This is an optimization exercise on Yosys and OpenROAD, whose aim is small area, not a production implementation.
Only simulation tests tie the RTL to the original design; equivalence was not proved.

the baseline:
==> flow/design.v <==
`timescale 1ns/1ns
module cb_crc32
(
    input                    [31:0] q                           ,
    input                     [7:0] d                           ,
    output                   [31:0] c
);
    assign c[0] = q[24] ^ q[30] ^ d[0] ^ d[6];
    assign c[1] = q[24] ^ q[25] ^ q[30] ^ q[31] ^ d[0] ^ d[1] ^ d[6] ^ d[7];
    assign c[2] = q[24] ^ q[25] ^ q[26] ^ q[30] ^ q[31] ^ d[0] ^ d[1] ^ d[2] ^ d[6] ^ d[7];
    assign c[3] = q[25] ^ q[26] ^ q[27] ^ q[31] ^ d[1] ^ d[2] ^ d[3] ^ d[7];
    assign c[4] = q[24] ^ q[26] ^ q[27] ^ q[28] ^ q[30] ^ d[0] ^ d[2] ^ d[3] ^ d[4] ^ d[6];
    assign c[5] = q[24] ^ q[25] ^ q[27] ^ q[28] ^ q[29] ^ q[30] ^ q[31] ^ d[0] ^ d[1] ^ d[3] ^ d[4] ^ d[5] ^ d[6] ^ d[7];
    assign c[6] = q[25] ^ q[26] ^ q[28] ^ q[29] ^ q[30] ^ q[31] ^ d[1] ^ d[2] ^ d[4] ^ d[5] ^ d[6] ^ d[7];
    assign c[7] = q[24] ^ q[26] ^ q[27] ^ q[29] ^ q[31] ^ d[0] ^ d[2] ^ d[3] ^ d[5] ^ d[7];
    assign c[8] = q[0] ^ q[24] ^ q[25] ^ q[27] ^ q[28] ^ d[0] ^ d[1] ^ d[3] ^ d[4];
    assign c[9] = q[1] ^ q[25] ^ q[26] ^ q[28] ^ q[29] ^ d[1] ^ d[2] ^ d[4] ^ d[5];
    assign c[10] = q[2] ^ q[24] ^ q[26] ^ q[27] ^ q[29] ^ d[0] ^ d[2] ^ d[3] ^ d[5];
    assign c[11] = q[3] ^ q[24] ^ q[25] ^ q[27] ^ q[28] ^ d[0] ^ d[1] ^ d[3] ^ d[4];
    assign c[12] = q[4] ^ q[24] ^ q[25] ^ q[26] ^ q[28] ^ q[29] ^ q[30] ^ d[0] ^ d[1] ^ d[2] ^ d[4] ^ d[5] ^ d[6];
    assign c[13] = q[5] ^ q[25] ^ q[26] ^ q[27] ^ q[29] ^ q[30] ^ q[31] ^ d[1] ^ d[2] ^ d[3] ^ d[5] ^ d[6] ^ d[7];
    assign c[14] = q[6] ^ q[26] ^ q[27] ^ q[28] ^ q[30] ^ q[31] ^ d[2] ^ d[3] ^ d[4] ^ d[6] ^ d[7];
    assign c[15] = q[7] ^ q[27] ^ q[28] ^ q[29] ^ q[31] ^ d[3] ^ d[4] ^ d[5] ^ d[7];
    assign c[16] = q[8] ^ q[24] ^ q[28] ^ q[29] ^ d[0] ^ d[4] ^ d[5];
    assign c[17] = q[9] ^ q[25] ^ q[29] ^ q[30] ^ d[1] ^ d[5] ^ d[6];
    assign c[18] = q[10] ^ q[26] ^ q[30] ^ q[31] ^ d[2] ^ d[6] ^ d[7];
    assign c[19] = q[11] ^ q[27] ^ q[31] ^ d[3] ^ d[7];
    assign c[20] = q[12] ^ q[28] ^ d[4];
    assign c[21] = q[13] ^ q[29] ^ d[5];
    assign c[22] = q[14] ^ q[24] ^ d[0];
    assign c[23] = q[15] ^ q[24] ^ q[25] ^ q[30] ^ d[0] ^ d[1] ^ d[6];
    assign c[24] = q[16] ^ q[25] ^ q[26] ^ q[31] ^ d[1] ^ d[2] ^ d[7];
    assign c[25] = q[17] ^ q[26] ^ q[27] ^ d[2] ^ d[3];
    assign c[26] = q[18] ^ q[24] ^ q[27] ^ q[28] ^ q[30] ^ d[0] ^ d[3] ^ d[4] ^ d[6];
    assign c[27] = q[19] ^ q[25] ^ q[28] ^ q[29] ^ q[31] ^ d[1] ^ d[4] ^ d[5] ^ d[7];
    assign c[28] = q[20] ^ q[26] ^ q[29] ^ q[30] ^ d[2] ^ d[5] ^ d[6];
    assign c[29] = q[21] ^ q[27] ^ q[30] ^ q[31] ^ d[3] ^ d[6] ^ d[7];
    assign c[30] = q[22] ^ q[28] ^ q[31] ^ d[4] ^ d[7];
    assign c[31] = q[23] ^ q[29] ^ d[5];
endmodule
`timescale 1ns/1ns
module pc_rx_deframe #
(
    parameter                       U_DLY = 1
)
(
    input                           clk_sys                     ,
    input                           rst_n                       ,
    input                     [7:0] pc_rx_data                  ,
    input                           pc_rx_data_valid            ,
    output reg                      fdram_wr_en                 ,
    output reg               [11:0] fdram_wr_addr               ,
    output reg                [7:0] fdram_wr_data               ,
    output                    [3:0] fififo_wr_en                ,
    output                   [71:0] fififo_wr_data              ,
    output                   [19:0] resp_info                   ,
    output reg                      resp_info_valid
);
wire                                v = pc_rx_data_valid        ;
wire                          [7:0] d = pc_rx_data              ;
reg                                 v1                          ;
reg                                 v2                          ;
reg                          [23:8] sr_hi                       ;
reg                           [7:0] sr_lo                       ;
wire                         [23:0] sr = {sr_hi, sr_lo}         ;
wire                         [31:0] w = {sr, d}                 ;
reg                                 busy                        ;
reg                           [3:0] s                           ;
reg                          [31:0] r                           ;
reg                          [31:0] len                         ;
reg                                 type1                       ;
reg                                 type2                       ;
reg                          [15:0] func                        ;
reg                                 p11                         ;
reg                          [11:0] start                       ;
reg                                 latch                       ;
reg                          [31:0] crcd                        ;
reg                                 clear                       ;
reg                                 pc                          ;
reg                          [31:0] lfsr                        ;
wire                         [31:0] lfsr_c                      ;
reg                           [1:0] ffen                        ;
reg                                 m                           ;
wire                                rz4  = ~|r[31:4]            ;
wire                                r7   = rz4 & (r[3:0] == 4'd7);
wire                                r10  = rz4 & (r[3:0] == 4'd10);
wire                                rle6 = rz4 & ~r[3] & ~&r[2:0];
wire                                rgt10 = ~(rz4 & (r[3:0] <= 4'd10));
wire                                lz4  = ~|len[31:4]          ;
wire                                lz3  = lz4 & ~len[3]        ;
wire                                llt4 = lz3 & ~len[2]        ;
wire                                llt6 = lz3 & ~(len[2] & len[1]);
wire                                leq4 = lz3 & (len[2:0] == 3'd4);
wire                                reg1 = (s <= 4'd5)          ;
wire                                e1 = reg1 ? (lz4 & (len[3:0] == s + 4'd1)) : r7;
wire                                e4 = reg1 ? (lz4 & (len[3:0] == s + 4'd4)) : r10;
wire                                ge = rle6 | llt6            ;
wire                                lt4 = llt4 | (~leq4 & rgt10);
wire                                sync = v & (w == 32'hef9119fe);
wire                                chk = busy & v & e1         ;
wire                                match = (crcd == w)         ;
always @ (posedge clk_sys or negedge rst_n)
begin
    if(rst_n == 1'b0)
        begin
            v1 <= 1'b0;
            v2 <= 1'b0;
            fdram_wr_data <= 8'd0;
            sr_lo <= 8'd0;
        end
    else
        begin
            v1 <= v;
            v2 <= v1;
            fdram_wr_data <= d;
            if(v == 1'b1)
                sr_lo <= d;
        end
end
always @ (posedge clk_sys)
begin
    if(v == 1'b1)
        sr_hi <= sr[15:0];
end
always @ (posedge clk_sys or negedge rst_n)
begin
    if(rst_n == 1'b0)
        begin
            busy <= 1'b0;
            s <= 4'd0;
        end
    else
        begin
            if(sync == 1'b1)
                busy <= 1'b1;
            else if((s >= 4'd9) && (ge == 1'b1))
                busy <= 1'b0;
            if(busy == 1'b0)
                s <= 4'd0;
            else if((v == 1'b1) && (s != 4'd15))
                s <= s + 4'd1;
        end
end
always @ (posedge clk_sys)
begin
    if((v == 1'b1) && (s == 4'd5))
        r <= w;
    else if((busy == 1'b1) && (v == 1'b1))
        r <= r - 32'd1;
end
always @ (posedge clk_sys)
begin
    if((v == 1'b1) && (s == 4'd1))
        begin
            type1 <= (w[15:0] == 16'h0001);
            type2 <= (w[15:0] == 16'h0002) | (w[15:0] == 16'h0003);
        end
end
always @ (posedge clk_sys or negedge rst_n)
begin
    if(rst_n == 1'b0)
        begin
            len <= 32'd0;
            p11 <= 1'b0;
            func <= 16'd0;
            start <= 12'd0;
        end
    else
        begin
            if((v1 == 1'b1) && (s == 4'd6))
                len <= r;
            p11 <= v & (s == 4'd11);
            if(p11 == 1'b1)
                func <= sr[15:0];
            if((v1 == 1'b1) && (s == 4'd11))
                start <= fdram_wr_addr;
        end
end
cb_crc32 u_cb_crc32
(
    .q                              (lfsr | {32{pc}}            ),
    .d                              (v1 ? sr[15:8] : sr[7:0]    ),
    .c                              (lfsr_c                     )
);
always @ (posedge clk_sys)
begin
    if(v2 == 1'b1)
        lfsr <= lfsr_c;
end
always @ (posedge clk_sys or negedge rst_n)
begin
    if(rst_n == 1'b0)
        begin
            clear <= 1'b0;
            pc <= 1'b1;
            latch <= 1'b0;
            crcd <= 32'd0;
        end
    else
        begin
            clear <= ~busy & v & (d == 8'hef);
            if(clear == 1'b1)
                pc <= 1'b1;
            else if(v2 == 1'b1)
                pc <= 1'b0;
            latch <= v2 & e4;
            if(latch == 1'b1)
                crcd <= lfsr;
        end
end
always @ (posedge clk_sys or negedge rst_n)
begin
    if(rst_n == 1'b0)
        begin
            fdram_wr_en <= 1'b0;
            fdram_wr_addr <= 12'd0;
            ffen <= 2'd0;
            resp_info_valid <= 1'b0;
            m <= 1'b0;
        end
    else
        begin
            fdram_wr_en <= v & (s >= 4'd10) & lt4;
            if(fdram_wr_en == 1'b1)
                fdram_wr_addr <= fdram_wr_addr + 12'd1;
            ffen <= {chk & match & type2, chk & match & type1};
            resp_info_valid <= chk & (type1 | type2);
            m <= match;
        end
end
assign fififo_wr_en = {1'b0, ffen, 1'b0};
assign fififo_wr_data = {func, 4'd0, start, m, 7'd0, len};
assign resp_info = {3'd0, m, func};
endmodule
clock: 6.0 ns
lec_check: 0
cap_margin: 20
core_margin: 2
core_utilization: 40
cts_buf_list: sky130_fd_sc_hd__clkbuf_8
cts_cluster_diameter: 60
cts_cluster_size: 18
place_density: 0.6
slew_margin: 20
run.sh (not shown) runs the stock make flow with config.mk's settings and CLKGATE_MAP_FILE= SYNTH_SCRIPT=/design/flow/synth_recipe.tcl, a recipe that flattens the netlist after the stock synthesis.
The baseline: flow completed, timing, DRC and antenna clean
The inputs of the candidate differ from those of the baseline as listed below.
--- a/flow/config.mk
+++ b/flow/config.mk
@@ -11,3 +10,0 @@
-export CTS_BUF_LIST = sky130_fd_sc_hd__clkbuf_8
-export CTS_CLUSTER_DIAMETER = 60
-export CTS_CLUSTER_SIZE = 18
Notes after the runs:
~same wire length of the first global-routing pass in the candidate and the baseline. The candidate -> the baseline: number of buffers on the longest clock path delta 0, exact match. The candidate went all the way through synthesis, placement and routing and the layout is clean on timing, DRC and antenna. Between the candidate and the baseline, the difference in global-route usage is negligible.

-- what the ideal ports hide --
How much do the figures lean on ideal ports? The routed layouts below were timed once more, with nothing changed but the port constraints. Step 1 (the two cells are an assumption about what drives the block):
set clk [get_ports {clk_sys}]
set_driving_cell -lib_cell sky130_fd_sc_hd__clkbuf_16 $clk
set_driving_cell -lib_cell sky130_fd_sc_hd__buf_2 [delete_from_list [all_inputs] $clk]
Step 2 adds t to the input delays and takes it off the output delays; t is the mean of the earliest and latest rising clock arrival at the registers after step 1. Input paths then give back, and output paths get back, about the clock's delay inside the block. Slacks: no drivers / after step 1 / after step 2; pairs: no drivers / after step 1.
| run | t, ns | setup WS [ns] | worst data-port slew with drivers (ns) | cell pins on the clock port's net |
|---|---|---|---|---|
| the baseline | 0.599 | 2.540 / 2.554 / 1.955 | 0.04 | 1 |
| the candidate | 0.564 | 2.478 / 2.493 / 1.929 | 0.04 | 1 |
After both steps every run listed still meets setup and hold. For the baseline, which loses most, drivers alone change the setup slack by +0.014 ns; drivers and shift together by -0.585 ns.
